This design comes from an exercise in tuning for small area and a short achievable clock period on the open sky130 flow, not from production work. Only simulation tests tie the RTL to the original design; equivalence was not proved. The flow treats the clock pin as an ideal source, which a real chip does not have.

`flow/design.v`:
```
module rs_xor2(input wire a, input wire b, output wire y);
    assign y = a ^ b;
endmodule
module rs_fbg(input wire x, input wire p, input wire rn, output wire y);
    assign y = ~(x & ~p & rn);
endmodule
module rs_xnor2(input wire a, input wire b, output wire y);
    assign y = ~(a ^ b);
endmodule
module rs_inv(input wire a, output wire y);
    assign y = ~a;
endmodule
module rs_nand2(input wire a, input wire b, output wire y);
    assign y = ~(a & b);
endmodule
module reed_solomon_top(
    input  wire       clk,
    input  wire       rst_n,
    input  wire [7:0] data_in,
    output wire [7:0] code_out
);
    reg  [7:0] st;
    reg        po, dn;
    reg  [0:0] pz;    
    wire       at222 = (st == 8'h84);    
    wire       at254 = (st == 8'h80);    
    always @(posedge clk or negedge rst_n) begin
        if (!rst_n) begin
            st <= 8'h01;
            pz <= {1{1'b0}};
            po <= 1'b0;
            dn <= 1'b1;
        end else begin
            st <= {st[6:0], st[7] ^ st[5] ^ st[4] ^ st[3]};
            pz[0] <= at222 | (pz[0] & ~at254);
            po <= at222 | (po & ~at254);
            dn <= ~at222 & (dn | at254);
        end
    end
    reg  [255:0] rem;
    wire [255:0] nxt;
    wire [7:0] x;
    rs_xor2 fx0 (.a(data_in[0]), .b(rem[248]), .y(x[0]));
    wire fbn0_0;
    rs_fbg f0_0 (.x(x[0]), .p(pz[0]), .rn(rst_n), .y(fbn0_0));
    rs_xor2 fx1 (.a(data_in[1]), .b(rem[249]), .y(x[1]));
    wire fbn1_0;
    rs_fbg f1_0 (.x(x[1]), .p(pz[0]), .rn(rst_n), .y(fbn1_0));
    rs_xor2 fx2 (.a(data_in[2]), .b(rem[250]), .y(x[2]));
    wire fbn2_0;
    rs_fbg f2_0 (.x(x[2]), .p(pz[0]), .rn(rst_n), .y(fbn2_0));
    rs_xor2 fx3 (.a(data_in[3]), .b(rem[251]), .y(x[3]));
    wire fbn3_0;
    rs_fbg f3_0 (.x(x[3]), .p(pz[0]), .rn(rst_n), .y(fbn3_0));
    rs_xor2 fx4 (.a(data_in[4]), .b(rem[252]), .y(x[4]));
    wire fbn4_0;
    rs_fbg f4_0 (.x(x[4]), .p(pz[0]), .rn(rst_n), .y(fbn4_0));
    rs_xor2 fx5 (.a(data_in[5]), .b(rem[253]), .y(x[5]));
    wire fbn5_0;
    rs_fbg f5_0 (.x(x[5]), .p(pz[0]), .rn(rst_n), .y(fbn5_0));
    rs_xor2 fx6 (.a(data_in[6]), .b(rem[254]), .y(x[6]));
    wire fbn6_0;
    rs_fbg f6_0 (.x(x[6]), .p(pz[0]), .rn(rst_n), .y(fbn6_0));
    rs_xor2 fx7 (.a(data_in[7]), .b(rem[255]), .y(x[7]));
    wire fbn7_0;
    rs_fbg f7_0 (.x(x[7]), .p(pz[0]), .rn(rst_n), .y(fbn7_0));
    wire p03_0;
    wire p05_0;
    wire p06_0;
    wire p09_0;
    wire p0a_0;
    wire p0c_0;
    wire p11_0;
    wire p12_0;
    wire p14_0;
    wire p18_0;
    wire p22_0;
    wire p30_0;
    wire p42_0;
    wire p44_0;
    wire p48_0;
    wire p50_0;
    wire p60_0;
    wire p81_0;
    wire p82_0;
    wire p84_0;
    wire p90_0;
    wire pa0_0;
    wire p0b_0;
    wire p0e_0;
    wire p13_0;
    wire p16_0;
    wire p1b_0;
    wire p1c_0;
    wire p1d_0;
    wire p23_0;
    wire p25_0;
    wire p26_0;
    wire p27_0;
    wire p29_0;
    wire p2a_0;
    wire p2c_0;
    wire p2e_0;
    wire p31_0;
    wire p32_0;
    wire p35_0;
    wire p36_0;
    wire p38_0;
    wire p3a_0;
    wire p45_0;
    wire p47_0;
    wire p4a_0;
    wire p4c_0;
    wire p4d_0;
    wire p4e_0;
    wire p51_0;
    wire p53_0;
    wire p54_0;
    wire p55_0;
    wire p58_0;
    wire p59_0;
    wire p5a_0;
    wire p5c_0;
    wire p61_0;
    wire p62_0;
    wire p63_0;
    wire p65_0;
    wire p6a_0;
    wire p6c_0;
    wire p70_0;
    wire p71_0;
    wire p72_0;
    wire p74_0;
    wire p83_0;
    wire p85_0;
    wire p89_0;
    wire p8b_0;
    wire p8d_0;
    wire p8e_0;
    wire p91_0;
    wire p93_0;
    wire p95_0;
    wire p98_0;
    wire p99_0;
    wire pa1_0;
    wire pa2_0;
    wire pa3_0;
    wire pa5_0;
    wire pa8_0;
    wire pa9_0;
    wire paa_0;
    wire pb0_0;
    wire pb1_0;
    wire pc1_0;
    wire pc2_0;
    wire pc3_0;
    wire pc6_0;
    wire pca_0;
    wire pd1_0;
    wire pd2_0;
    wire pd4_0;
    wire pd8_0;
    wire pe1_0;
    wire pe2_0;
    wire pf0_0;
    rs_xor2 x_p03_0 (.a(fbn0_0), .b(fbn1_0), .y(p03_0));
    rs_xor2 x_p05_0 (.a(fbn0_0), .b(fbn2_0), .y(p05_0));
    rs_xor2 x_p06_0 (.a(fbn1_0), .b(fbn2_0), .y(p06_0));
    rs_xor2 x_p09_0 (.a(fbn0_0), .b(fbn3_0), .y(p09_0));
    rs_xor2 x_p0a_0 (.a(fbn1_0), .b(fbn3_0), .y(p0a_0));
    rs_xor2 x_p0c_0 (.a(fbn2_0), .b(fbn3_0), .y(p0c_0));
    rs_xor2 x_p11_0 (.a(fbn0_0), .b(fbn4_0), .y(p11_0));
    rs_xor2 x_p12_0 (.a(fbn1_0), .b(fbn4_0), .y(p12_0));
    rs_xor2 x_p14_0 (.a(fbn2_0), .b(fbn4_0), .y(p14_0));
    rs_xor2 x_p18_0 (.a(fbn3_0), .b(fbn4_0), .y(p18_0));
    rs_xor2 x_p22_0 (.a(fbn1_0), .b(fbn5_0), .y(p22_0));
    rs_xor2 x_p30_0 (.a(fbn4_0), .b(fbn5_0), .y(p30_0));
    rs_xor2 x_p42_0 (.a(fbn1_0), .b(fbn6_0), .y(p42_0));
    rs_xor2 x_p44_0 (.a(fbn2_0), .b(fbn6_0), .y(p44_0));
    rs_xor2 x_p48_0 (.a(fbn3_0), .b(fbn6_0), .y(p48_0));
    rs_xor2 x_p50_0 (.a(fbn4_0), .b(fbn6_0), .y(p50_0));
    rs_xor2 x_p60_0 (.a(fbn5_0), .b(fbn6_0), .y(p60_0));
    rs_xor2 x_p81_0 (.a(fbn0_0), .b(fbn7_0), .y(p81_0));
    rs_xor2 x_p82_0 (.a(fbn1_0), .b(fbn7_0), .y(p82_0));
    rs_xor2 x_p84_0 (.a(fbn2_0), .b(fbn7_0), .y(p84_0));
    rs_xor2 x_p90_0 (.a(fbn4_0), .b(fbn7_0), .y(p90_0));
    rs_xor2 x_pa0_0 (.a(fbn5_0), .b(fbn7_0), .y(pa0_0));
    rs_xor2 x_p0b_0 (.a(p0a_0), .b(fbn0_0), .y(p0b_0));
    rs_xor2 x_p0e_0 (.a(p0c_0), .b(fbn1_0), .y(p0e_0));
    rs_xor2 x_p13_0 (.a(p12_0), .b(fbn0_0), .y(p13_0));
    rs_xor2 x_p16_0 (.a(p14_0), .b(fbn1_0), .y(p16_0));
    rs_xor2 x_p1b_0 (.a(p03_0), .b(p18_0), .y(p1b_0));
    rs_xor2 x_p1c_0 (.a(p18_0), .b(fbn2_0), .y(p1c_0));
    rs_xor2 x_p1d_0 (.a(p05_0), .b(p18_0), .y(p1d_0));
    rs_xor2 x_p23_0 (.a(p22_0), .b(fbn0_0), .y(p23_0));
    rs_xor2 x_p25_0 (.a(p05_0), .b(fbn5_0), .y(p25_0));
    rs_xor2 x_p26_0 (.a(p22_0), .b(fbn2_0), .y(p26_0));
    rs_xor2 x_p27_0 (.a(p05_0), .b(p22_0), .y(p27_0));
    rs_xor2 x_p29_0 (.a(p09_0), .b(fbn5_0), .y(p29_0));
    rs_xor2 x_p2a_0 (.a(p22_0), .b(fbn3_0), .y(p2a_0));
    rs_xor2 x_p2c_0 (.a(p0c_0), .b(fbn5_0), .y(p2c_0));
    rs_xor2 x_p2e_0 (.a(p22_0), .b(p0c_0), .y(p2e_0));
    rs_xor2 x_p31_0 (.a(p30_0), .b(fbn0_0), .y(p31_0));
    rs_xor2 x_p32_0 (.a(p30_0), .b(fbn1_0), .y(p32_0));
    rs_xor2 x_p35_0 (.a(p05_0), .b(p30_0), .y(p35_0));
    rs_xor2 x_p36_0 (.a(p06_0), .b(p30_0), .y(p36_0));
    rs_xor2 x_p38_0 (.a(p30_0), .b(fbn3_0), .y(p38_0));
    rs_xor2 x_p3a_0 (.a(p0a_0), .b(p30_0), .y(p3a_0));
    rs_xor2 x_p45_0 (.a(p44_0), .b(fbn0_0), .y(p45_0));
    rs_xor2 x_p47_0 (.a(p03_0), .b(p44_0), .y(p47_0));
    rs_xor2 x_p4a_0 (.a(p48_0), .b(fbn1_0), .y(p4a_0));
    rs_xor2 x_p4c_0 (.a(p48_0), .b(fbn2_0), .y(p4c_0));
    rs_xor2 x_p4d_0 (.a(p05_0), .b(p48_0), .y(p4d_0));
    rs_xor2 x_p4e_0 (.a(p06_0), .b(p48_0), .y(p4e_0));
    rs_xor2 x_p51_0 (.a(p50_0), .b(fbn0_0), .y(p51_0));
    rs_xor2 x_p53_0 (.a(p03_0), .b(p50_0), .y(p53_0));
    rs_xor2 x_p54_0 (.a(p50_0), .b(fbn2_0), .y(p54_0));
    rs_xor2 x_p55_0 (.a(p05_0), .b(p50_0), .y(p55_0));
    rs_xor2 x_p58_0 (.a(p50_0), .b(fbn3_0), .y(p58_0));
    rs_xor2 x_p59_0 (.a(p09_0), .b(p50_0), .y(p59_0));
    rs_xor2 x_p5a_0 (.a(p0a_0), .b(p50_0), .y(p5a_0));
    rs_xor2 x_p5c_0 (.a(p0c_0), .b(p50_0), .y(p5c_0));
    rs_xor2 x_p61_0 (.a(p60_0), .b(fbn0_0), .y(p61_0));
    rs_xor2 x_p62_0 (.a(p60_0), .b(fbn1_0), .y(p62_0));
    rs_xor2 x_p63_0 (.a(p03_0), .b(p60_0), .y(p63_0));
    rs_xor2 x_p65_0 (.a(p05_0), .b(p60_0), .y(p65_0));
    rs_xor2 x_p6a_0 (.a(p0a_0), .b(p60_0), .y(p6a_0));
    rs_xor2 x_p6c_0 (.a(p0c_0), .b(p60_0), .y(p6c_0));
    rs_xor2 x_p70_0 (.a(p60_0), .b(fbn4_0), .y(p70_0));
    rs_xor2 x_p71_0 (.a(p11_0), .b(p60_0), .y(p71_0));
    rs_xor2 x_p72_0 (.a(p12_0), .b(p60_0), .y(p72_0));
    rs_xor2 x_p74_0 (.a(p14_0), .b(p60_0), .y(p74_0));
    rs_xor2 x_p83_0 (.a(p82_0), .b(fbn0_0), .y(p83_0));
    rs_xor2 x_p85_0 (.a(p84_0), .b(fbn0_0), .y(p85_0));
    rs_xor2 x_p89_0 (.a(p81_0), .b(fbn3_0), .y(p89_0));
    rs_xor2 x_p8b_0 (.a(p09_0), .b(p82_0), .y(p8b_0));
    rs_xor2 x_p8d_0 (.a(p09_0), .b(p84_0), .y(p8d_0));
    rs_xor2 x_p8e_0 (.a(p0a_0), .b(p84_0), .y(p8e_0));
    rs_xor2 x_p91_0 (.a(p90_0), .b(fbn0_0), .y(p91_0));
    rs_xor2 x_p93_0 (.a(p03_0), .b(p90_0), .y(p93_0));
    rs_xor2 x_p95_0 (.a(p05_0), .b(p90_0), .y(p95_0));
    rs_xor2 x_p98_0 (.a(p90_0), .b(fbn3_0), .y(p98_0));
    rs_xor2 x_p99_0 (.a(p09_0), .b(p90_0), .y(p99_0));
    rs_xor2 x_pa1_0 (.a(pa0_0), .b(fbn0_0), .y(pa1_0));
    rs_xor2 x_pa2_0 (.a(pa0_0), .b(fbn1_0), .y(pa2_0));
    rs_xor2 x_pa3_0 (.a(p03_0), .b(pa0_0), .y(pa3_0));
    rs_xor2 x_pa5_0 (.a(p05_0), .b(pa0_0), .y(pa5_0));
    rs_xor2 x_pa8_0 (.a(pa0_0), .b(fbn3_0), .y(pa8_0));
    rs_xor2 x_pa9_0 (.a(p09_0), .b(pa0_0), .y(pa9_0));
    rs_xor2 x_paa_0 (.a(p0a_0), .b(pa0_0), .y(paa_0));
    rs_xor2 x_pb0_0 (.a(pa0_0), .b(fbn4_0), .y(pb0_0));
    rs_xor2 x_pb1_0 (.a(p11_0), .b(pa0_0), .y(pb1_0));
    rs_xor2 x_pc1_0 (.a(p81_0), .b(fbn6_0), .y(pc1_0));
    rs_xor2 x_pc2_0 (.a(p82_0), .b(fbn6_0), .y(pc2_0));
    rs_xor2 x_pc3_0 (.a(p81_0), .b(p42_0), .y(pc3_0));
    rs_xor2 x_pc6_0 (.a(p42_0), .b(p84_0), .y(pc6_0));
    rs_xor2 x_pca_0 (.a(p82_0), .b(p48_0), .y(pca_0));
    rs_xor2 x_pd1_0 (.a(p81_0), .b(p50_0), .y(pd1_0));
    rs_xor2 x_pd2_0 (.a(p42_0), .b(p90_0), .y(pd2_0));
    rs_xor2 x_pd4_0 (.a(p44_0), .b(p90_0), .y(pd4_0));
    rs_xor2 x_pd8_0 (.a(p48_0), .b(p90_0), .y(pd8_0));
    rs_xor2 x_pe1_0 (.a(p81_0), .b(p60_0), .y(pe1_0));
    rs_xor2 x_pe2_0 (.a(p42_0), .b(pa0_0), .y(pe2_0));
    rs_xor2 x_pf0_0 (.a(p50_0), .b(pa0_0), .y(pf0_0));
    wire [247:0] rn;
    genvar q;
    generate for (q = 0; q < 248; q = q + 1) begin : rop
        rs_nand2 u (.a(rem[q]), .b(rst_n), .y(rn[q]));
    end endgenerate
    rs_xnor2 a_0 (.a(fbn3_0), .b(pe1_0), .y(nxt[0]));
    assign nxt[1] = pd2_0;
    assign nxt[2] = p4d_0;
    rs_xnor2 a_3 (.a(fbn0_0), .b(p72_0), .y(nxt[3]));
    rs_inv a_4 (.a(p0e_0), .y(nxt[4]));
    assign nxt[5] = p1d_0;
    assign nxt[6] = p3a_0;
    assign nxt[7] = p74_0;
    rs_xor2 a_8 (.a(rn[0]), .b(p16_0), .y(nxt[8]));
    rs_xor2 a_9 (.a(rn[1]), .b(p2c_0), .y(nxt[9]));
    rs_xnor2 a_10 (.a(rn[2]), .b(p4e_0), .y(nxt[10]));
    rs_xnor2 a_11 (.a(rn[3]), .b(p8b_0), .y(nxt[11]));
    rs_xor2 a_12 (.a(rn[4]), .b(fbn0_0), .y(nxt[12]));
    rs_xor2 a_13 (.a(rn[5]), .b(fbn1_0), .y(nxt[13]));
    rs_xnor2 a_14 (.a(rn[6]), .b(p05_0), .y(nxt[14]));
    rs_xor2 a_15 (.a(rn[7]), .b(p0b_0), .y(nxt[15]));
    wire t_16;
    rs_xor2 b_16 (.a(rn[8]), .b(fbn0_0), .y(t_16));
    rs_xor2 a_16 (.a(t_16), .b(p4e_0), .y(nxt[16]));
    wire t_17;
    rs_xor2 b_17 (.a(rn[9]), .b(p06_0), .y(t_17));
    rs_xnor2 a_17 (.a(t_17), .b(p99_0), .y(nxt[17]));
    rs_xnor2 a_18 (.a(rn[10]), .b(p71_0), .y(nxt[18]));
    wire t_19;
    rs_xor2 b_19 (.a(rn[11]), .b(fbn2_0), .y(t_19));
    rs_xor2 a_19 (.a(t_19), .b(pa9_0), .y(nxt[19]));
    rs_xnor2 a_20 (.a(rn[12]), .b(p14_0), .y(nxt[20]));
    rs_xor2 a_21 (.a(rn[13]), .b(p29_0), .y(nxt[21]));
    rs_xnor2 a_22 (.a(rn[14]), .b(p53_0), .y(nxt[22]));
    wire t_23;
    rs_xor2 b_23 (.a(rn[15]), .b(fbn1_0), .y(t_23));
    rs_xor2 a_23 (.a(t_23), .b(pa5_0), .y(nxt[23]));
    rs_xnor2 a_24 (.a(rn[16]), .b(p30_0), .y(nxt[24]));
    rs_xnor2 a_25 (.a(rn[17]), .b(p60_0), .y(nxt[25]));
    rs_xnor2 a_26 (.a(rn[18]), .b(pf0_0), .y(nxt[26]));
    rs_xnor2 a_27 (.a(rn[19]), .b(pd1_0), .y(nxt[27]));
    rs_xnor2 a_28 (.a(rn[20]), .b(p93_0), .y(nxt[28]));
    rs_xor2 a_29 (.a(rn[21]), .b(p26_0), .y(nxt[29]));
    rs_xor2 a_30 (.a(rn[22]), .b(p4c_0), .y(nxt[30]));
    rs_xor2 a_31 (.a(rn[23]), .b(p98_0), .y(nxt[31]));
    wire t_32, u_32;
    rs_xor2 c_32 (.a(rn[24]), .b(fbn6_0), .y(u_32));
    rs_xor2 b_32 (.a(u_32), .b(p84_0), .y(t_32));
    rs_xor2 a_32 (.a(t_32), .b(p1b_0), .y(nxt[32]));
    wire t_33;
    rs_xor2 b_33 (.a(rn[25]), .b(p14_0), .y(t_33));
    rs_xnor2 a_33 (.a(t_33), .b(paa_0), .y(nxt[33]));
    rs_xnor2 a_34 (.a(rn[26]), .b(pa3_0), .y(nxt[34]));
    rs_xnor2 a_35 (.a(rn[27]), .b(p99_0), .y(nxt[35]));
    wire t_36;
    rs_xor2 b_36 (.a(rn[28]), .b(p0c_0), .y(t_36));
    rs_xnor2 a_36 (.a(t_36), .b(pe1_0), .y(nxt[36]));
    wire t_37;
    rs_xor2 b_37 (.a(rn[29]), .b(p03_0), .y(t_37));
    rs_xnor2 a_37 (.a(t_37), .b(pd8_0), .y(nxt[37]));
    wire t_38;
    rs_xor2 b_38 (.a(rn[30]), .b(p06_0), .y(t_38));
    rs_xnor2 a_38 (.a(t_38), .b(pb1_0), .y(nxt[38]));
    wire t_39;
    rs_xor2 b_39 (.a(rn[31]), .b(p03_0), .y(t_39));
    rs_xnor2 a_39 (.a(t_39), .b(p6c_0), .y(nxt[39]));
    rs_xnor2 a_40 (.a(rn[32]), .b(p6c_0), .y(nxt[40]));
    rs_xnor2 a_41 (.a(rn[33]), .b(pd8_0), .y(nxt[41]));
    wire t_42;
    rs_xor2 b_42 (.a(rn[34]), .b(fbn2_0), .y(t_42));
    rs_xor2 a_42 (.a(t_42), .b(pd8_0), .y(nxt[42]));
    wire t_43;
    rs_xor2 b_43 (.a(rn[35]), .b(fbn0_0), .y(t_43));
    rs_xor2 a_43 (.a(t_43), .b(pd4_0), .y(nxt[43]));
    rs_xnor2 a_44 (.a(rn[36]), .b(pc6_0), .y(nxt[44]));
    rs_xnor2 a_45 (.a(rn[37]), .b(p8d_0), .y(nxt[45]));
    rs_xnor2 a_46 (.a(rn[38]), .b(p1b_0), .y(nxt[46]));
    rs_xnor2 a_47 (.a(rn[39]), .b(p36_0), .y(nxt[47]));
    rs_xnor2 a_48 (.a(rn[40]), .b(pb1_0), .y(nxt[48]));
    rs_xnor2 a_49 (.a(rn[41]), .b(p63_0), .y(nxt[49]));
    wire t_50;
    rs_xor2 b_50 (.a(rn[42]), .b(fbn1_0), .y(t_50));
    rs_xor2 a_50 (.a(t_50), .b(p74_0), .y(nxt[50]));
    wire t_51;
    rs_xor2 b_51 (.a(rn[43]), .b(fbn0_0), .y(t_51));
    rs_xor2 a_51 (.a(t_51), .b(p5c_0), .y(nxt[51]));
    rs_xor2 a_52 (.a(rn[44]), .b(p0b_0), .y(nxt[52]));
    rs_xor2 a_53 (.a(rn[45]), .b(p16_0), .y(nxt[53]));
    rs_xor2 a_54 (.a(rn[46]), .b(p2c_0), .y(nxt[54]));
    rs_xor2 a_55 (.a(rn[47]), .b(p58_0), .y(nxt[55]));
    rs_xor2 a_56 (.a(rn[48]), .b(pa8_0), .y(nxt[56]));
    rs_xnor2 a_57 (.a(rn[49]), .b(p50_0), .y(nxt[57]));
    rs_xor2 a_58 (.a(rn[50]), .b(fbn3_0), .y(nxt[58]));
    wire t_59;
    rs_xor2 b_59 (.a(rn[51]), .b(fbn3_0), .y(t_59));
    rs_xor2 a_59 (.a(t_59), .b(pb1_0), .y(nxt[59]));
    wire t_60;
    rs_xor2 b_60 (.a(rn[52]), .b(fbn1_0), .y(t_60));
    rs_xor2 a_60 (.a(t_60), .b(pd8_0), .y(nxt[60]));
    wire t_61;
    rs_xor2 b_61 (.a(rn[53]), .b(fbn2_0), .y(t_61));
    rs_xor2 a_61 (.a(t_61), .b(pb1_0), .y(nxt[61]));
    rs_xnor2 a_62 (.a(rn[54]), .b(p6a_0), .y(nxt[62]));
    rs_xnor2 a_63 (.a(rn[55]), .b(pd4_0), .y(nxt[63]));
    wire t_64;
    rs_xor2 b_64 (.a(rn[56]), .b(p0c_0), .y(t_64));
    rs_xnor2 a_64 (.a(t_64), .b(pe1_0), .y(nxt[64]));
    wire t_65;
    rs_xor2 b_65 (.a(rn[57]), .b(p03_0), .y(t_65));
    rs_xnor2 a_65 (.a(t_65), .b(pd8_0), .y(nxt[65]));
    rs_xnor2 a_66 (.a(rn[58]), .b(p5a_0), .y(nxt[66]));
    rs_xnor2 a_67 (.a(rn[59]), .b(p59_0), .y(nxt[67]));
    wire t_68;
    rs_xor2 b_68 (.a(rn[60]), .b(fbn1_0), .y(t_68));
    rs_xor2 a_68 (.a(t_68), .b(p5c_0), .y(nxt[68]));
    wire t_69;
    rs_xor2 b_69 (.a(rn[61]), .b(p0c_0), .y(t_69));
    rs_xnor2 a_69 (.a(t_69), .b(pb1_0), .y(nxt[69]));
    wire t_70;
    rs_xor2 b_70 (.a(rn[62]), .b(p09_0), .y(t_70));
    rs_xnor2 a_70 (.a(t_70), .b(p72_0), .y(nxt[70]));
    wire t_71;
    rs_xor2 b_71 (.a(rn[63]), .b(p06_0), .y(t_71));
    rs_xnor2 a_71 (.a(t_71), .b(pf0_0), .y(nxt[71]));
    rs_xnor2 a_72 (.a(rn[64]), .b(p18_0), .y(nxt[72]));
    rs_xor2 a_73 (.a(rn[65]), .b(p31_0), .y(nxt[73]));
    wire t_74;
    rs_xor2 b_74 (.a(rn[66]), .b(fbn3_0), .y(t_74));
    rs_xor2 a_74 (.a(t_74), .b(p72_0), .y(nxt[74]));
    wire t_75;
    rs_xor2 b_75 (.a(rn[67]), .b(fbn7_0), .y(t_75));
    rs_xor2 a_75 (.a(t_75), .b(p6c_0), .y(nxt[75]));
    rs_xor2 a_76 (.a(rn[68]), .b(pc1_0), .y(nxt[76]));
    rs_xor2 a_77 (.a(rn[69]), .b(p83_0), .y(nxt[77]));
    rs_xnor2 a_78 (.a(rn[70]), .b(p06_0), .y(nxt[78]));
    rs_xnor2 a_79 (.a(rn[71]), .b(p0c_0), .y(nxt[79]));
    wire t_80;
    rs_xor2 b_80 (.a(rn[72]), .b(p09_0), .y(t_80));
    rs_xnor2 a_80 (.a(t_80), .b(pe2_0), .y(nxt[80]));
    wire t_81;
    rs_xor2 b_81 (.a(rn[73]), .b(p03_0), .y(t_81));
    rs_xnor2 a_81 (.a(t_81), .b(pd4_0), .y(nxt[81]));
    rs_xnor2 a_82 (.a(rn[74]), .b(p44_0), .y(nxt[82]));
    rs_xor2 a_83 (.a(rn[75]), .b(p62_0), .y(nxt[83]));
    rs_xnor2 a_84 (.a(rn[76]), .b(p2e_0), .y(nxt[84]));
    wire t_85;
    rs_xor2 b_85 (.a(rn[77]), .b(fbn0_0), .y(t_85));
    rs_xor2 a_85 (.a(t_85), .b(p5c_0), .y(nxt[85]));
    wire t_86;
    rs_xor2 b_86 (.a(rn[78]), .b(fbn4_0), .y(t_86));
    rs_xor2 a_86 (.a(t_86), .b(paa_0), .y(nxt[86]));
    wire t_87;
    rs_xor2 b_87 (.a(rn[79]), .b(fbn0_0), .y(t_87));
    rs_xor2 a_87 (.a(t_87), .b(p74_0), .y(nxt[87]));
    wire t_88;
    rs_xor2 b_88 (.a(rn[80]), .b(fbn7_0), .y(t_88));
    rs_xor2 a_88 (.a(t_88), .b(p36_0), .y(nxt[88]));
    wire t_89;
    rs_xor2 b_89 (.a(rn[81]), .b(fbn0_0), .y(t_89));
    rs_xor2 a_89 (.a(t_89), .b(p6c_0), .y(nxt[89]));
    rs_xnor2 a_90 (.a(rn[82]), .b(p6c_0), .y(nxt[90]));
    wire t_91;
    rs_xor2 b_91 (.a(rn[83]), .b(fbn1_0), .y(t_91));
    rs_xor2 a_91 (.a(t_91), .b(p6c_0), .y(nxt[91]));
    wire t_92;
    rs_xor2 b_92 (.a(rn[84]), .b(fbn0_0), .y(t_92));
    rs_xor2 a_92 (.a(t_92), .b(p6a_0), .y(nxt[92]));
    wire t_93;
    rs_xor2 b_93 (.a(rn[85]), .b(fbn1_0), .y(t_93));
    rs_xor2 a_93 (.a(t_93), .b(pd4_0), .y(nxt[93]));
    wire t_94;
    rs_xor2 b_94 (.a(rn[86]), .b(fbn2_0), .y(t_94));
    rs_xor2 a_94 (.a(t_94), .b(pa9_0), .y(nxt[94]));
    wire t_95;
    rs_xor2 b_95 (.a(rn[87]), .b(fbn0_0), .y(t_95));
    rs_xor2 a_95 (.a(t_95), .b(p5a_0), .y(nxt[95]));
    wire t_96;
    rs_xor2 b_96 (.a(rn[88]), .b(fbn0_0), .y(t_96));
    rs_xor2 a_96 (.a(t_96), .b(p2e_0), .y(nxt[96]));
    wire t_97;
    rs_xor2 b_97 (.a(rn[89]), .b(p03_0), .y(t_97));
    rs_xnor2 a_97 (.a(t_97), .b(p5c_0), .y(nxt[97]));
    rs_xnor2 a_98 (.a(rn[90]), .b(p90_0), .y(nxt[98]));
    rs_xor2 a_99 (.a(rn[91]), .b(p0e_0), .y(nxt[99]));
    rs_xor2 a_100 (.a(rn[92]), .b(p32_0), .y(nxt[100]));
    rs_xnor2 a_101 (.a(rn[93]), .b(p65_0), .y(nxt[101]));
    wire t_102;
    rs_xor2 b_102 (.a(rn[94]), .b(fbn0_0), .y(t_102));
    rs_xor2 a_102 (.a(t_102), .b(pca_0), .y(nxt[102]));
    wire t_103;
    rs_xor2 b_103 (.a(rn[95]), .b(fbn1_0), .y(t_103));
    rs_xor2 a_103 (.a(t_103), .b(p95_0), .y(nxt[103]));
    rs_xnor2 a_104 (.a(rn[96]), .b(p22_0), .y(nxt[104]));
    rs_xor2 a_105 (.a(rn[97]), .b(p45_0), .y(nxt[105]));
    rs_xnor2 a_106 (.a(rn[98]), .b(pa9_0), .y(nxt[106]));
    rs_xor2 a_107 (.a(rn[99]), .b(p70_0), .y(nxt[107]));
    rs_xor2 a_108 (.a(rn[100]), .b(pc2_0), .y(nxt[108]));
    rs_xnor2 a_109 (.a(rn[101]), .b(p84_0), .y(nxt[109]));
    rs_xor2 a_110 (.a(rn[102]), .b(fbn3_0), .y(nxt[110]));
    rs_xnor2 a_111 (.a(rn[103]), .b(p11_0), .y(nxt[111]));
    wire t_112;
    rs_xor2 b_112 (.a(rn[104]), .b(fbn2_0), .y(t_112));
    rs_xor2 a_112 (.a(t_112), .b(paa_0), .y(nxt[112]));
    rs_xnor2 a_113 (.a(rn[105]), .b(p5c_0), .y(nxt[113]));
    rs_xor2 a_114 (.a(rn[106]), .b(p16_0), .y(nxt[114]));
    rs_xnor2 a_115 (.a(rn[107]), .b(p82_0), .y(nxt[115]));
    rs_xnor2 a_116 (.a(rn[108]), .b(paa_0), .y(nxt[116]));
    rs_xnor2 a_117 (.a(rn[109]), .b(p55_0), .y(nxt[117]));
    wire t_118;
    rs_xor2 b_118 (.a(rn[110]), .b(fbn0_0), .y(t_118));
    rs_xor2 a_118 (.a(t_118), .b(paa_0), .y(nxt[118]));
    wire t_119;
    rs_xor2 b_119 (.a(rn[111]), .b(fbn1_0), .y(t_119));
    rs_xor2 a_119 (.a(t_119), .b(p55_0), .y(nxt[119]));
    rs_xnor2 a_120 (.a(rn[112]), .b(p12_0), .y(nxt[120]));
    rs_xor2 a_121 (.a(rn[113]), .b(p25_0), .y(nxt[121]));
    rs_xnor2 a_122 (.a(rn[114]), .b(p59_0), .y(nxt[122]));
    rs_xor2 a_123 (.a(rn[115]), .b(pa1_0), .y(nxt[123]));
    rs_xor2 a_124 (.a(rn[116]), .b(p51_0), .y(nxt[124]));
    rs_xor2 a_125 (.a(rn[117]), .b(pa2_0), .y(nxt[125]));
    rs_xnor2 a_126 (.a(rn[118]), .b(p44_0), .y(nxt[126]));
    rs_xor2 a_127 (.a(rn[119]), .b(p89_0), .y(nxt[127]));
    wire t_128;
    rs_xor2 b_128 (.a(rn[120]), .b(fbn2_0), .y(t_128));
    rs_xor2 a_128 (.a(t_128), .b(p99_0), .y(nxt[128]));
    wire t_129;
    rs_xor2 b_129 (.a(rn[121]), .b(fbn0_0), .y(t_129));
    rs_xor2 a_129 (.a(t_129), .b(p3a_0), .y(nxt[129]));
    wire t_130;
    rs_xor2 b_130 (.a(rn[122]), .b(p09_0), .y(t_130));
    rs_xnor2 a_130 (.a(t_130), .b(pe2_0), .y(nxt[130]));
    rs_xor2 a_131 (.a(rn[123]), .b(p4a_0), .y(nxt[131]));
    rs_xnor2 a_132 (.a(rn[124]), .b(p09_0), .y(nxt[132]));
    rs_xor2 a_133 (.a(rn[125]), .b(p13_0), .y(nxt[133]));
    rs_xnor2 a_134 (.a(rn[126]), .b(p27_0), .y(nxt[134]));
    rs_xnor2 a_135 (.a(rn[127]), .b(p4e_0), .y(nxt[135]));
    rs_xor2 a_136 (.a(rn[128]), .b(p61_0), .y(nxt[136]));
    rs_xor2 a_137 (.a(rn[129]), .b(pc2_0), .y(nxt[137]));
    wire t_138;
    rs_xor2 b_138 (.a(rn[130]), .b(fbn2_0), .y(t_138));
    rs_xor2 a_138 (.a(t_138), .b(pe1_0), .y(nxt[138]));
    wire t_139;
    rs_xor2 b_139 (.a(rn[131]), .b(fbn0_0), .y(t_139));
    rs_xor2 a_139 (.a(t_139), .b(paa_0), .y(nxt[139]));
    rs_xnor2 a_140 (.a(rn[132]), .b(p36_0), .y(nxt[140]));
    rs_xnor2 a_141 (.a(rn[133]), .b(p6c_0), .y(nxt[141]));
    rs_xnor2 a_142 (.a(rn[134]), .b(pd8_0), .y(nxt[142]));
    rs_xor2 a_143 (.a(rn[135]), .b(pb0_0), .y(nxt[143]));
    rs_xnor2 a_144 (.a(rn[136]), .b(p12_0), .y(nxt[144]));
    rs_xor2 a_145 (.a(rn[137]), .b(p25_0), .y(nxt[145]));
    rs_xnor2 a_146 (.a(rn[138]), .b(p59_0), .y(nxt[146]));
    rs_xor2 a_147 (.a(rn[139]), .b(pa1_0), .y(nxt[147]));
    rs_xor2 a_148 (.a(rn[140]), .b(p51_0), .y(nxt[148]));
    rs_xor2 a_149 (.a(rn[141]), .b(pa2_0), .y(nxt[149]));
    rs_xnor2 a_150 (.a(rn[142]), .b(p44_0), .y(nxt[150]));
    rs_xor2 a_151 (.a(rn[143]), .b(p89_0), .y(nxt[151]));
    rs_xor2 a_152 (.a(rn[144]), .b(fbn0_0), .y(nxt[152]));
    rs_xor2 a_153 (.a(rn[145]), .b(fbn1_0), .y(nxt[153]));
    rs_xor2 a_154 (.a(rn[146]), .b(fbn2_0), .y(nxt[154]));
    rs_xor2 a_155 (.a(rn[147]), .b(fbn3_0), .y(nxt[155]));
    rs_xor2 a_156 (.a(rn[148]), .b(fbn4_0), .y(nxt[156]));
    rs_xor2 a_157 (.a(rn[149]), .b(fbn5_0), .y(nxt[157]));
    rs_xor2 a_158 (.a(rn[150]), .b(fbn6_0), .y(nxt[158]));
    rs_xor2 a_159 (.a(rn[151]), .b(fbn7_0), .y(nxt[159]));
    rs_xnor2 a_160 (.a(rn[152]), .b(p4e_0), .y(nxt[160]));
    wire t_161;
    rs_xor2 b_161 (.a(rn[153]), .b(fbn2_0), .y(t_161));
    rs_xor2 a_161 (.a(t_161), .b(p99_0), .y(nxt[161]));
    wire t_162;
    rs_xor2 b_162 (.a(rn[154]), .b(fbn0_0), .y(t_162));
    rs_xor2 a_162 (.a(t_162), .b(p74_0), .y(nxt[162]));
    rs_xnor2 a_163 (.a(rn[155]), .b(pa5_0), .y(nxt[163]));
    rs_xor2 a_164 (.a(rn[156]), .b(fbn2_0), .y(nxt[164]));
    rs_xnor2 a_165 (.a(rn[157]), .b(p09_0), .y(nxt[165]));
    rs_xor2 a_166 (.a(rn[158]), .b(p13_0), .y(nxt[166]));
    rs_xnor2 a_167 (.a(rn[159]), .b(p27_0), .y(nxt[167]));
    rs_xor2 a_168 (.a(rn[160]), .b(p2a_0), .y(nxt[168]));
    rs_xor2 a_169 (.a(rn[161]), .b(p54_0), .y(nxt[169]));
    rs_xor2 a_170 (.a(rn[162]), .b(p83_0), .y(nxt[170]));
    rs_xor2 a_171 (.a(rn[163]), .b(p2c_0), .y(nxt[171]));
    rs_xnor2 a_172 (.a(rn[164]), .b(p72_0), .y(nxt[172]));
    wire t_173;
    rs_xor2 b_173 (.a(rn[165]), .b(fbn2_0), .y(t_173));
    rs_xor2 a_173 (.a(t_173), .b(pe1_0), .y(nxt[173]));
    rs_xnor2 a_174 (.a(rn[166]), .b(pca_0), .y(nxt[174]));
    rs_xnor2 a_175 (.a(rn[167]), .b(p95_0), .y(nxt[175]));
    rs_xor2 a_176 (.a(rn[168]), .b(p54_0), .y(nxt[176]));
    rs_xnor2 a_177 (.a(rn[169]), .b(pa9_0), .y(nxt[177]));
    rs_xnor2 a_178 (.a(rn[170]), .b(p06_0), .y(nxt[178]));
    rs_xor2 a_179 (.a(rn[171]), .b(p58_0), .y(nxt[179]));
    wire t_180;
    rs_xor2 b_180 (.a(rn[172]), .b(fbn2_0), .y(t_180));
    rs_xor2 a_180 (.a(t_180), .b(pe1_0), .y(nxt[180]));
    rs_xnor2 a_181 (.a(rn[173]), .b(pca_0), .y(nxt[181]));
    rs_xnor2 a_182 (.a(rn[174]), .b(p95_0), .y(nxt[182]));
    rs_xor2 a_183 (.a(rn[175]), .b(p2a_0), .y(nxt[183]));
    rs_xor2 a_184 (.a(rn[176]), .b(p29_0), .y(nxt[184]));
    rs_xnor2 a_185 (.a(rn[177]), .b(p53_0), .y(nxt[185]));
    rs_xnor2 a_186 (.a(rn[178]), .b(p8e_0), .y(nxt[186]));
    rs_xnor2 a_187 (.a(rn[179]), .b(p35_0), .y(nxt[187]));
    rs_xnor2 a_188 (.a(rn[180]), .b(p42_0), .y(nxt[188]));
    rs_xor2 a_189 (.a(rn[181]), .b(p85_0), .y(nxt[189]));
    rs_xnor2 a_190 (.a(rn[182]), .b(p0a_0), .y(nxt[190]));
    rs_xnor2 a_191 (.a(rn[183]), .b(p14_0), .y(nxt[191]));
    rs_xnor2 a_192 (.a(rn[184]), .b(pe1_0), .y(nxt[192]));
    rs_xnor2 a_193 (.a(rn[185]), .b(pc3_0), .y(nxt[193]));
    wire t_194;
    rs_xor2 b_194 (.a(rn[186]), .b(fbn1_0), .y(t_194));
    rs_xor2 a_194 (.a(t_194), .b(p65_0), .y(nxt[194]));
    wire t_195;
    rs_xor2 b_195 (.a(rn[187]), .b(fbn0_0), .y(t_195));
    rs_xor2 a_195 (.a(t_195), .b(p2e_0), .y(nxt[195]));
    wire t_196;
    rs_xor2 b_196 (.a(rn[188]), .b(p14_0), .y(t_196));
    rs_xnor2 a_196 (.a(t_196), .b(paa_0), .y(nxt[196]));
    wire t_197;
    rs_xor2 b_197 (.a(rn[189]), .b(fbn3_0), .y(t_197));
    rs_xor2 a_197 (.a(t_197), .b(p74_0), .y(nxt[197]));
    wire t_198;
    rs_xor2 b_198 (.a(rn[190]), .b(fbn3_0), .y(t_198));
    rs_xor2 a_198 (.a(t_198), .b(pf0_0), .y(nxt[198]));
    rs_xnor2 a_199 (.a(rn[191]), .b(pf0_0), .y(nxt[199]));
    rs_xnor2 a_200 (.a(rn[192]), .b(p8e_0), .y(nxt[200]));
    rs_xor2 a_201 (.a(rn[193]), .b(p1c_0), .y(nxt[201]));
    wire t_202;
    rs_xor2 b_202 (.a(rn[194]), .b(fbn7_0), .y(t_202));
    rs_xor2 a_202 (.a(t_202), .b(p36_0), .y(nxt[202]));
    wire t_203;
    rs_xor2 b_203 (.a(rn[195]), .b(fbn0_0), .y(t_203));
    rs_xor2 a_203 (.a(t_203), .b(pe2_0), .y(nxt[203]));
    rs_xnor2 a_204 (.a(rn[196]), .b(p48_0), .y(nxt[204]));
    rs_xor2 a_205 (.a(rn[197]), .b(p91_0), .y(nxt[205]));
    rs_xor2 a_206 (.a(rn[198]), .b(p23_0), .y(nxt[206]));
    rs_xnor2 a_207 (.a(rn[199]), .b(p47_0), .y(nxt[207]));
    wire t_208;
    rs_xor2 b_208 (.a(rn[200]), .b(p0a_0), .y(t_208));
    rs_xnor2 a_208 (.a(t_208), .b(p74_0), .y(nxt[208]));
    wire t_209, u_209;
    rs_xor2 c_209 (.a(rn[201]), .b(fbn7_0), .y(u_209));
    rs_xor2 b_209 (.a(u_209), .b(p60_0), .y(t_209));
    rs_xor2 a_209 (.a(t_209), .b(p1d_0), .y(nxt[209]));
    rs_xor2 a_210 (.a(rn[202]), .b(p85_0), .y(nxt[210]));
    rs_xnor2 a_211 (.a(rn[203]), .b(p74_0), .y(nxt[211]));
    wire t_212;
    rs_xor2 b_212 (.a(rn[204]), .b(fbn1_0), .y(t_212));
    rs_xor2 a_212 (.a(t_212), .b(p95_0), .y(nxt[212]));
    wire t_213;
    rs_xor2 b_213 (.a(rn[205]), .b(fbn0_0), .y(t_213));
    rs_xor2 a_213 (.a(t_213), .b(p2e_0), .y(nxt[213]));
    wire t_214;
    rs_xor2 b_214 (.a(rn[206]), .b(p03_0), .y(t_214));
    rs_xnor2 a_214 (.a(t_214), .b(p5c_0), .y(nxt[214]));
    wire t_215, u_215;
    rs_xor2 c_215 (.a(rn[207]), .b(fbn5_0), .y(u_215));
    rs_xor2 b_215 (.a(u_215), .b(p84_0), .y(t_215));
    rs_xor2 a_215 (.a(t_215), .b(p1b_0), .y(nxt[215]));
    rs_xor2 a_216 (.a(rn[208]), .b(fbn1_0), .y(nxt[216]));
    rs_xnor2 a_217 (.a(rn[209]), .b(p05_0), .y(nxt[217]));
    rs_xnor2 a_218 (.a(rn[210]), .b(p09_0), .y(nxt[218]));
    rs_xnor2 a_219 (.a(rn[211]), .b(p11_0), .y(nxt[219]));
    rs_xor2 a_220 (.a(rn[212]), .b(fbn5_0), .y(nxt[220]));
    rs_xor2 a_221 (.a(rn[213]), .b(fbn6_0), .y(nxt[221]));
    rs_xor2 a_222 (.a(rn[214]), .b(fbn7_0), .y(nxt[222]));
    rs_xor2 a_223 (.a(rn[215]), .b(fbn0_0), .y(nxt[223]));
    rs_xnor2 a_224 (.a(rn[216]), .b(p18_0), .y(nxt[224]));
    rs_xor2 a_225 (.a(rn[217]), .b(p31_0), .y(nxt[225]));
    wire t_226;
    rs_xor2 b_226 (.a(rn[218]), .b(fbn3_0), .y(t_226));
    rs_xor2 a_226 (.a(t_226), .b(p72_0), .y(nxt[226]));
    wire t_227;
    rs_xor2 b_227 (.a(rn[219]), .b(fbn7_0), .y(t_227));
    rs_xor2 a_227 (.a(t_227), .b(p6c_0), .y(nxt[227]));
    rs_xor2 a_228 (.a(rn[220]), .b(pc1_0), .y(nxt[228]));
    rs_xor2 a_229 (.a(rn[221]), .b(p83_0), .y(nxt[229]));
    rs_xnor2 a_230 (.a(rn[222]), .b(p06_0), .y(nxt[230]));
    rs_xnor2 a_231 (.a(rn[223]), .b(p0c_0), .y(nxt[231]));
    rs_xnor2 a_232 (.a(rn[224]), .b(p1b_0), .y(nxt[232]));
    rs_xnor2 a_233 (.a(rn[225]), .b(p36_0), .y(nxt[233]));
    wire t_234;
    rs_xor2 b_234 (.a(rn[226]), .b(p03_0), .y(t_234));
    rs_xnor2 a_234 (.a(t_234), .b(p74_0), .y(nxt[234]));
    wire t_235;
    rs_xor2 b_235 (.a(rn[227]), .b(p05_0), .y(t_235));
    rs_xnor2 a_235 (.a(t_235), .b(pf0_0), .y(nxt[235]));
    wire t_236;
    rs_xor2 b_236 (.a(rn[228]), .b(fbn0_0), .y(t_236));
    rs_xor2 a_236 (.a(t_236), .b(pf0_0), .y(nxt[236]));
    wire t_237;
    rs_xor2 b_237 (.a(rn[229]), .b(fbn0_0), .y(t_237));
    rs_xor2 a_237 (.a(t_237), .b(pe2_0), .y(nxt[237]));
    rs_xnor2 a_238 (.a(rn[230]), .b(pc6_0), .y(nxt[238]));
    rs_xnor2 a_239 (.a(rn[231]), .b(p8d_0), .y(nxt[239]));
    rs_xnor2 a_240 (.a(rn[232]), .b(p71_0), .y(nxt[240]));
    rs_xnor2 a_241 (.a(rn[233]), .b(pe2_0), .y(nxt[241]));
    wire t_242;
    rs_xor2 b_242 (.a(rn[234]), .b(fbn2_0), .y(t_242));
    rs_xor2 a_242 (.a(t_242), .b(pb1_0), .y(nxt[242]));
    rs_xnor2 a_243 (.a(rn[235]), .b(p1b_0), .y(nxt[243]));
    rs_xnor2 a_244 (.a(rn[236]), .b(p47_0), .y(nxt[244]));
    rs_xnor2 a_245 (.a(rn[237]), .b(p8e_0), .y(nxt[245]));
    rs_xor2 a_246 (.a(rn[238]), .b(p1c_0), .y(nxt[246]));
    rs_xor2 a_247 (.a(rn[239]), .b(p38_0), .y(nxt[247]));
    rs_xnor2 a_248 (.a(rn[240]), .b(p8e_0), .y(nxt[248]));
    rs_xor2 a_249 (.a(rn[241]), .b(p1c_0), .y(nxt[249]));
    wire t_250;
    rs_xor2 b_250 (.a(rn[242]), .b(fbn7_0), .y(t_250));
    rs_xor2 a_250 (.a(t_250), .b(p36_0), .y(nxt[250]));
    wire t_251;
    rs_xor2 b_251 (.a(rn[243]), .b(fbn0_0), .y(t_251));
    rs_xor2 a_251 (.a(t_251), .b(pe2_0), .y(nxt[251]));
    rs_xnor2 a_252 (.a(rn[244]), .b(p48_0), .y(nxt[252]));
    rs_xor2 a_253 (.a(rn[245]), .b(p91_0), .y(nxt[253]));
    rs_xor2 a_254 (.a(rn[246]), .b(p23_0), .y(nxt[254]));
    rs_xnor2 a_255 (.a(rn[247]), .b(p47_0), .y(nxt[255]));
    always @(posedge clk) rem <= nxt;
    wire [7:0] sd, sr;
    genvar g;
    generate for (g = 0; g < 8; g = g + 1) begin : omux
        rs_nand2 nd (.a(data_in[g]), .b(dn), .y(sd[g]));
        rs_nand2 nr (.a(rem[248+g]), .b(po), .y(sr[g]));
        rs_nand2 no (.a(sd[g]), .b(sr[g]), .y(code_out[g]));
    end endgenerate
endmodule
```
`flow/flow/run.sh`:
```
#!/bin/bash
set -euo pipefail
HERE=$(pwd)
CTS="-sink_clustering_enable -repair_clock_nets -sink_clustering_size 24 -sink_clustering_max_diameter 100 -dont_use_dummy_load"
DU="sky130_fd_sc_hd__probe_p_8 sky130_fd_sc_hd__probec_p_8 sky130_fd_sc_hd__lpflow_bleeder_1 sky130_fd_sc_hd__lpflow_clkbufkapwr_1 sky130_fd_sc_hd__lpflow_clkbufkapwr_16 sky130_fd_sc_hd__lpflow_clkbufkapwr_2 sky130_fd_sc_hd__lpflow_clkbufkapwr_4 sky130_fd_sc_hd__lpflow_clkbufkapwr_8 sky130_fd_sc_hd__lpflow_clkinvkapwr_1 sky130_fd_sc_hd__lpflow_clkinvkapwr_16 sky130_fd_sc_hd__lpflow_clkinvkapwr_2 sky130_fd_sc_hd__lpflow_clkinvkapwr_4 sky130_fd_sc_hd__lpflow_clkinvkapwr_8 sky130_fd_sc_hd__lpflow_decapkapwr_12 sky130_fd_sc_hd__lpflow_decapkapwr_3 sky130_fd_sc_hd__lpflow_decapkapwr_4 sky130_fd_sc_hd__lpflow_decapkapwr_6 sky130_fd_sc_hd__lpflow_decapkapwr_8 sky130_fd_sc_hd__lpflow_inputiso0n_1 sky130_fd_sc_hd__lpflow_inputiso0p_1 sky130_fd_sc_hd__lpflow_inputiso1n_1 sky130_fd_sc_hd__lpflow_inputiso1p_1 sky130_fd_sc_hd__lpflow_inputisolatch_1 sky130_fd_sc_hd__lpflow_isobufsrc_1 sky130_fd_sc_hd__lpflow_isobufsrc_16 sky130_fd_sc_hd__lpflow_isobufsrc_2 sky130_fd_sc_hd__lpflow_isobufsrc_4 sky130_fd_sc_hd__lpflow_isobufsrc_8 sky130_fd_sc_hd__lpflow_isobufsrckapwr_16 sky130_fd_sc_hd__lpflow_lsbuf_lh_hl_isowell_tap_1 sky130_fd_sc_hd__lpflow_lsbuf_lh_hl_isowell_tap_2 sky130_fd_sc_hd__lpflow_lsbuf_lh_hl_isowell_tap_4 sky130_fd_sc_hd__lpflow_lsbuf_lh_isowell_4 sky130_fd_sc_hd__lpflow_lsbuf_lh_isowell_tap_1 sky130_fd_sc_hd__lpflow_lsbuf_lh_isowell_tap_2 sky130_fd_sc_hd__lpflow_lsbuf_lh_isowell_tap_4 sky130_fd_sc_hd__xor2_4 sky130_fd_sc_hd__xnor2_4"
ARGS=("SKIP_INCREMENTAL_REPAIR=1" "BUFFER_PORTS_ARGS=-buffer_cell sky130_fd_sc_hd__buf_2" "CTS_ARGS=$CTS" "DONT_USE_CELLS=$DU")
bash standard.sh "${ARGS[@]}" cts > standard_cts.log 2>&1
RES=$HERE/orfs/results/sky130hd/reed_solomon_top/base
MARGIN=$(sed -n 's/^export SETUP_SLACK_MARGIN *= *//p' config.mk)
RES=$RES TARGET=$MARGIN LIB=$FLOW_HOME/platforms/sky130hd/lib/sky130_fd_sc_hd__tt_025C_1v80.lib \
  openroad -no_init -exit flow/recover.tcl > recover.log 2>&1
bash standard.sh "${ARGS[@]}" finish > standard.log 2>&1
```
`flow/flow/recover.tcl`:
```
# Area recovery after CTS: remove data-path buffers (not port buffers), then downsize
# combinational cells (never flip-flops or clock cells), one at a time, keeping each change
# only if the worst setup slack stays at or above the target and no max-slew /
# max-capacitance violation appears.
set res $::env(RES)
set target $::env(TARGET)
read_db $res/4_cts.odb
read_liberty $::env(LIB)
read_sdc $res/4_cts.sdc
source $::env(FLOW_HOME)/platforms/sky130hd/setRC.tcl
set_propagated_clock [all_clocks]
estimate_parasitics -placement
report_design_area
report_worst_slack
# never ask for more than the slack timing repair reached
set ws [expr {[sta::worst_slack_cmd max]*1e9}]
if {$ws < $target} { set target [expr {$ws - 0.005}] }
puts "recovery target slack $target"

set slew0 [sta::max_slew_violation_count]
set cap0 [sta::max_capacitance_violation_count]
proc try_remove_buffer {name target} {
  set block [ord::get_db_block]
  set dbi [$block findInst $name]
  set in_it [$dbi findITerm A]; set out_it [$dbi findITerm X]
  if {$in_it == "NULL" || $out_it == "NULL"} { return 0 }
  set nin [$in_it getNet]; set nout [$out_it getNet]
  if {$nin == "NULL" || $nout == "NULL"} { return 0 }
  if {[llength [$nout getBTerms]] > 0 || [llength [$nin getBTerms]] > 0} { return 0 }
  set loads {}
  foreach it [$nout getITerms] { if {[$it getInst] != $dbi} { lappend loads $it } }
  foreach it $loads { $it disconnect; $it connect $nin }
  estimate_parasitics -placement
  if {[sta::worst_slack_cmd max] >= $target*1e-9 && [sta::max_slew_violation_count] <= $::slew0 && [sta::max_capacitance_violation_count] <= $::cap0} {
    $in_it disconnect
    odb::dbInst_destroy $dbi
    odb::dbNet_destroy $nout
    return 1
  }
  foreach it $loads { $it disconnect; $it connect $nout }
  estimate_parasitics -placement
  return 0
}
proc smaller_cells {name} {
  if {![regexp {^(sky130_fd_sc_hd__)(.*)_([0-9]+)$} $name -> pre base drv]} { return {} }
  set out {}
  foreach d {0 1 2 4 6 8 12 16} {
    if {$d >= $drv} break
    set c "${pre}${base}_$d"
    if {[llength [get_lib_cells -quiet */$c]] > 0} { lappend out $c }
  }
  return $out
}
proc remove_pass {target} {
  set nb 0
  foreach inst [get_cells *] {
    set lc [get_property $inst ref_name]
    if {![regexp {__buf_[0-9]+$} $lc]} continue
    set nm [get_full_name $inst]
    if {[regexp {^(input|output)} $nm]} continue
    if {[try_remove_buffer $nm $target]} { puts "removed buffer $nm"; incr nb }
  }
  puts "removed $nb buffers"
  return $nb
}
proc downsize_pass {target} {
  set n 0
  foreach inst [get_cells *] {
    set lc [get_property $inst ref_name]
    if {[regexp {df|clkbuf|clkinv|dly|tap|fill|decap} $lc]} continue
    foreach c [smaller_cells $lc] {
      replace_cell $inst [lindex [get_lib_cells */$c] 0]
      estimate_parasitics -placement
      if {[sta::worst_slack_cmd max] >= $target*1e-9 && [sta::max_slew_violation_count] <= $::slew0 && [sta::max_capacitance_violation_count] <= $::cap0} {
        puts "resized [get_full_name $inst] $lc -> $c"
        incr n
        break
      }
      replace_cell $inst [lindex [get_lib_cells */$lc] 0]
      estimate_parasitics -placement
    }
  }
  puts "downsized $n instances"
  return $n
}
for {set pass 0} {$pass < 3} {incr pass} {
  set k [expr {[remove_pass $target] + [downsize_pass $target]}]
  report_design_area
  if {$k == 0} break
}
report_design_area
report_worst_slack
write_db $res/4_cts.odb
```
`flow/standard.sh`:
```
#!/bin/bash
# synth_recipe.tcl (not shown) runs the flow's synth.tcl, then flattens the netlist and writes it again
# the make line also repeats each setting of config.mk as NAME=value (left out here)
make -C /OpenROAD-flow-scripts/flow DESIGN_CONFIG=/design/flow/config.mk WORK_HOME=/design/flow/orfs CLKGATE_MAP_FILE= SYNTH_SCRIPT=/design/flow/synth_recipe.tcl "${@:-finish}"
```
`flow/config.mk`:
```
export PLATFORM = sky130hd
export DESIGN_NAME = reed_solomon_top
export DESIGN_NICKNAME = reed_solomon_top
export VERILOG_FILES = /design/flow/design.v
export SDC_FILE = /design/flow/constraint.sdc
export NUM_CORES = 4
export LEC_CHECK = 0
export CAP_MARGIN = 20
export CORE_MARGIN = 2
export CORE_UTILIZATION = 40
export CTS_CLUSTER_DIAMETER = 100
export CTS_CLUSTER_SIZE = 24
export SETUP_SLACK_MARGIN = 2.1
export SLEW_MARGIN = 20
export SYNTH_HIERARCHICAL = 1
export SYNTH_MINIMUM_KEEP_SIZE = 0
```
`flow/constraint.sdc`:
```
create_clock -name core_clock -period 4.0 [get_ports {clk}]
set_input_delay 0.8000 -clock core_clock [delete_from_list [all_inputs] [get_ports {clk}]]
set_output_delay 0.8000 -clock core_clock [all_outputs]
set_load 0.01 [all_outputs]
```
==> results of run 1 <==
==> logic make-up after synthesis <==
family	Yosys count	share of synthesized area, %
XOR/XNOR	438	36.94
buffers and inverters	2	0.07232
flip-flops	267	52.03
multiplexers	3	0.3133
AND/OR/NAND/NOR	283	10.64
==> stage by stage <==
step | TNS [ns] | hold slack (ns) | utilization [%] | setup slack (ns)
finish | 0 | 0.1460 | 46.89 | 1.781
global route | 0 | 0.1288 | 46.89 | 1.637
CTS | 0 | 0.1337 | 54.47 | 1.812
detailed placement | 0 | 0.3788 | 45.40 | 0.7792
global placement | 0 | 0.3756 | 45.40 | 0.7682
floorplan | -10.45 | 0.3726 | - | -0.3329
==> cells in the mapped netlist <==
master	number	area [um^2]
xor2_1	318	2785
nor4_2	1	12.51
inv_1	2	7.510
dfrtp_1	9	225.2
nor3b_1	1	7.510
nand2_1	273	1025
dfstp_2	2	52.55
nand3b_1	8	60.06
mux2i_1	1	10.01
mux2_2	2	22.52
xnor2_1	120	1051
dfxtp_1	256	5125
==> routing by layer <==
metal  wire length (um)  GRT usage [%]
met5                  0              0
met4                541          4.387
met3               1047          2.248
met2              12360          33.22
met1              12260          27.53
==> critical path, delay by kind of cell <==
family | cells | cell delay, ns
buf+inv | 4 | 1.03
xor+xnor | 4 | 0.71
simple gates | 1 | 0.08
==> Yosys stat by module (local to each module, per instance) <==
module / cells inside / flops+latches / cell area (um^2)
rs_xor2: 1 / 0 / 8.758
rs_fbg: 1 / 0 / 7.507
rs_nand2: 1 / 0 / 3.754
reed_solomon_top: 277 / 267 / 5489
rs_xnor2: 1 / 0 / 8.758
rs_inv: 1 / 0 / 3.754
==> worst paths after layout <==
check	to	slack, ns
max reg2reg	rem[68]	1.84
min in group core_clock	st[7]	0.38
min	pz	0.15
min reg2reg	st[7]	0.38
max in group asynchronous	st[5]	2.77
max	rem[215]	1.78
==> layout by cell type (no fill, tap or decap) <==
cell type	n
buf_4	17
clkbuf_16	16
nor4_1	1
inv_1	2
dfstp_2	2
dfxtp_1	254
mux2i_1	1
buf_2	30
buf_1	14
bufbuf_8	2
nand3b_1	8
xor2_1	298
dfrtp_1	8
dfrtp_2	1
buf_8	2
nor3b_1	1
nand2_1	273
xor2_2	20
mux2_1	2
buf_12	1
dfxtp_2	2
xnor2_1	120
buf_6	10
==> registers in the layout (all words and copies together) (netlist names) <==
name and count:
rem 256, st 8, pz 1, dn 1
po 1
==> cell type report <==
| type | instances | area (um^2) | share of cell area, % |
|---|---|---|---|
| inverters | 2 | 7.507 | 0.06322 |
| well taps | 330 | 412.9 | 3.477 |
| multi-input cells | 724 | 5117 | 43.09 |
| flip-flops and latches | 267 | 5406 | 45.53 |
| clock buffers | 15 | 375.4 | 3.161 |
| repair buffers | 77 | 555.5 | 4.678 |
==> flow_summary.yaml, run 1 <==
worst_setup_path:
  path_cells: "buf_1 > xor2_1 > nand3b_1 > buf_4 > xor2_1 > buf_2 > xor2_1 > buf_2 > xor2_1"
  rr_startpoint: "pz"
  reg2regPathDepth: 7
  cp_max_fo: 16
  slowest_stage: "buf_2"
  crit_path_frequent_cell: "xor2_1"
  slowest_delay_ns: 0.39
  crit_required_ns: 4.42
  path_class: "primary input to flop"
  endpoint_kind: "flop"
  startpoint: "data_in[1]"
  cp-start-kind: "primary input"
  worstPathArrival_ns: 2.64
clock_network:
  h-tree-depth: 1
  clock_sinks: 267
  cts_tree: "yes"
  cts_resized: 148
  cts_hold_buf: 0
  path_clk_slew_ns: 0.09
  clock_path_buffers: 3
  clk_latency_ns: 0.49
  cts_buffers: 15
  clockRootBuffer: "clkbuf_16"
  post_cts_buffers: 119
floorplan:
  start_util_pct: 41.00
  dieArea_mm2: 0.02726
  rows: 58
  die_w_um: 165.1
  ios: 18
  core-area_mm2: 0.02533
  die_y_um: 165.1
route:
  drcViolationCount: 0
  wl_per_cell_um: 18.52
  wl_um: 26210
  ant_nets: 0
  viasPerCell: 4.495
  dr.pass1.iters: 4
  vias: 6361
  drtIter0Drc: 430
synthesis:
  syn_avg_cell_area_um2: 10.46
  synth_area_mm2: 0.01038
  ys_seq_area_share_pct: 52.03
  synth_cells: 993
  ys_ff_latch: 267
  ys_warn_count: 7
  ys_types: 12
  synthesis.nets: 1003
placement:
  dpl.hpwl_um: 16760
  io_buffers: 17
  place_area_mm2: 0.01150
  gp_congestion: 0.8199
  dp_cells: 1376
sta:
  setup_violations: 0
  slew_violations: 0
  post-route-min-period_ns: 2.219
  max_freq_ghz: 0.4507
  hold_viol: 0
  slew_headroom_pct: 38.10
  fin_skew_ns: 0.05959
  period_share_pct: 55.47
  worst_pin_slew_ns: 0.9285
min_path:
  hold_path.class: "primary input to async pin"
layout:
  diodes: 0
  design_area_mm2: 0.01188
  fillers: 2409
  finalNonFillerCells: 1415
  drive_gt1_share_pct: 9.493
  area_delta_synth_final_pct: 14.36
  fin_nets: 1097
global_routing:
  antenna_found_initial: 0
  grt_use_total_pct: 19.81
  grt_max_degree: 151
  grt_pass1_wl_um: 39750
  grt_pass1_vias: 6524
  grt_remaining_overflow: 0
run_status:
  outcome: "timing/DRC/antenna clean"
run:
  cap_viol_max_count: 0
==> run 2, diff against run 1 <==
--- a/flow/config.mk
+++ b/flow/config.mk
@@ -10,7 +10,7 @@
 export CORE_UTILIZATION = 40
 export CTS_CLUSTER_DIAMETER = 100
 export CTS_CLUSTER_SIZE = 24
-export SETUP_SLACK_MARGIN = 2.1
+export SETUP_SLACK_MARGIN = 2.2
 export SLEW_MARGIN = 20
 export SYNTH_HIERARCHICAL = 1
 export SYNTH_MINIMUM_KEEP_SIZE = 0
==> run 2 against run 1 <==
  * Final area fell by 0.55%
  * Register-to-register slack worse by 0.05 ns
  * Sequential share of layout area up 0.23 points
==> flow_summary.yaml, run 2 <==
run_status:
  outcome: "timing/DRC/antenna clean"
synthesis:
  synthTopCellsByArea: "dfxtp_1, xor2_1, xnor2_1, nand2_1, dfrtp_1"
  synthSimpleGateAreaFrac_pct: 10.64
  synth_top_family_by_area: "XOR/XNOR gates"
  synth_compound_area_share_pct: 0
  ys_ff_latch: 267
  synthesis.nets: 1003
  ys_types: 12
  synth_cells: 993
  ys_seq_area_share_pct: 52.03
  yosysTopAreaCell: "dfxtp_1"
  synth-async-reset-ratio_pct: 4.120
  ys.flop_type: "dfxtp_1"
  synth-edff-count: 0
  synth_common_cells: "xor2_1, nand2_1, dfxtp_1"
  muxShareOfSynthArea_pct: 0.3133
  yosysMostFrequentCell: "xor2_1"
  syn_avg_cell_area_um2: 10.46
  synth_top_area_share_pct: 49.36
  synth_adder_area_share_pct: 0
  synth_xor_area_share_pct: 36.94
  ys_warn_count: 7
  synth_area_mm2: 0.01038
clock_network:
  cts_resized: 210
  clock_path_buffers: 3
  post_cts_buffers: 139
  clockRootBuffer: "clkbuf_16"
  cts_buffers: 15
  path_clk_slew_ns: 0.09
  clk_latency_ns: 0.50
  h-tree-depth: 1
  clock_sinks: 267
  cts_hold_buf: 0
  cts_tree: "yes"
placement:
  dp_cells: 1375
  gp_congestion: 0.7895
  io_buffers: 17
  dpl.hpwl_um: 16270
worst_setup_path:
  crit_path_frequent_cell: "xor2_1"
  path_cells: "buf_1 > xor2_1 > nand3b_1 > buf_6 > xor2_2 > buf_6 > xor2_1 > xor2_1"
  endpoint_kind: "flop"
  path_class: "primary input to flop"
  worstPathArrival_ns: 2.64
  cp_max_fo: 19
  cp-start-kind: "primary input"
  slowest_stage: "xor2_1"
  crit_required_ns: 4.37
  slowest_delay_ns: 0.35
layout:
  fillers: 2456
  diodes: 0
  mostFrequentLayoutCells: "xor2_1, nand2_1, dfxtp_1"
  largest_register_ffs: 256
  area_delta_synth_final_pct: 13.74
  fin_nets: 1108
  drive_gt1_share_pct: 8.394
  finalNonFillerCells: 1426
  utilization_pct: 46.63
  regMostFlops: "rem"
  top_regs: "rem (256), st (8)"
  final_common_cell: "xor2_1"
min_path:
  hold_path.class: "flop to flop"
floorplan:
  core-area_mm2: 0.02533
  dieArea_mm2: 0.02726
  rows: 58
  die_w_um: 165.1
  die_y_um: 165.1
  start_util_pct: 41.00
  ios: 18
route:
  viasPerCell: 4.574
  ant_nets: 0
  wl_per_cell_um: 19.15
  vias: 6522
  wl_um: 27310
  drcViolationCount: 0
  drtIter0Drc: 319
  dr.pass1.iters: 5
sta:
  slew_violations: 0
  post-route-min-period_ns: 2.265
  period_share_pct: 56.64
  fin_skew_ns: 0.05420
  hold_viol: 0
  worst_pin_slew_ns: 1.013
  slew_headroom_pct: 32.47
  setup_violations: 0
  max_freq_ghz: 0.4414
global_routing:
  antenna_found_initial: 0
  grt_max_degree: 101
  grt_pass1_vias: 6707
  grt_remaining_overflow: 0
  grt_use_total_pct: 20.75
  grt_pass1_wl_um: 41640
run:
  cap_viol_max_count: 0
-- run 2: logic make-up after synthesis --
kind of cell              count (synthesis)
xor gates and xnor gates                438
and+or+nand+nor                         283
DFF                                     267
muxes                                     3
buffers and inverters                     2
-- run 2: final timing paths --
path                            start  endpoint  slack, ns  cells after the start
setup / recovery           data_in[1]   rem[52]       1.73                      8
hold / removal                  st[6]     st[7]       0.38                      0
setup reg to reg             rem[255]  rem[236]       1.79                      8
hold reg to reg                 st[6]     st[7]       0.38                      0
max in group asynchronous       rst_n        pz       2.82                      2
min in group asynchronous       rst_n     st[1]       0.69                      2
-- run 2: modules after synthesis (local to each module, per instance) --
module,flops+latches,copies in the design,area [um^2]
reed_solomon_top,267,1,5489
rs_xnor2,0,118,8.758
rs_xor2,0,317,8.758
rs_fbg,0,8,7.507
rs_inv,0,1,3.754
rs_nand2,0,272,3.754
-- run 2: metal layers --
layer  up-vias  part of all wire [%]  global-route usage (%)
met5         -                     0                       0
met4         0                   2.8                   6.008
met3        37                   3.5                   2.448
met2       119                    47                   34.53
met1      3170                    47                   28.44
li1       3196                     -                       -
-- run 2: stage by stage --
step	setup TNS, ns	cell area, um^2	hold WS [ns]	worst slack (ns)
after floorplan	-10.45	10670	0.3726	-0.3329
after global placement	0	11480	0.3800	0.7857
final	0	11810	0.3842	1.735
after global routing	0	11810	0.4020	1.639
after detailed placement	0	11480	0.3825	0.7765
after CTS	0	14210	0.4013	1.806
-- run 2: cell type report --
class                           count  area [um^2]  share of cell area [%]
Clock buffer                       15        375.4                   3.178
Inverter                            2        7.507                 0.06357
Multi-Input combinational cell    724         5060                   42.84
Sequential cell                   267         5404                   45.76
Tap cell                          330        412.9                   3.496
Timing Repair Buffer               88        550.5                   4.662
-- run 2: worst max-delay path, delay by kind of cell --
family | cells | cell delay (ns)
AND/OR/NAND/NOR | 1 | 0.11
XOR/XNOR | 4 | 1.04
buffers and inverters | 3 | 0.64

afterwards: timing with drivers on the ports:
The results above use ideal ports. As a check the final layouts listed here were re-extracted and re-timed, cells and wires unchanged. Step 1 sets driving cells, clkbuf_16 on the clock port and buf_2 on the other inputs (assumed; they add their load-dependent delay and slew). Step 2 adds t to the input delays and takes it off the output delays; t is the mean of the earliest and latest rising clock arrival at the registers after step 1. Input paths then give back, and output paths get back, about the clock's delay inside the block. Three values: ideal, step 1, step 2; two values: the first two.
| run | t (ns) | setup slack, ns | latest minus earliest clock arrival (ns) | worst slew at a driven data input, ns | pins driven straight from the clock port |
|---|---|---|---|---|---|
| run 1 | 0.509 | 1.781 / 1.786 / 1.292 | 0.059 / 0.060 | 0.06 | 1 |
| run 2 | 0.517 | 1.735 / 1.759 / 1.242 | 0.059 / 0.060 | 0.04 | 1 |
After both steps setup and hold are still met in every run listed. For run 2, which loses most, drivers alone change the setup slack by +0.024 ns; drivers and shift together by -0.493 ns.
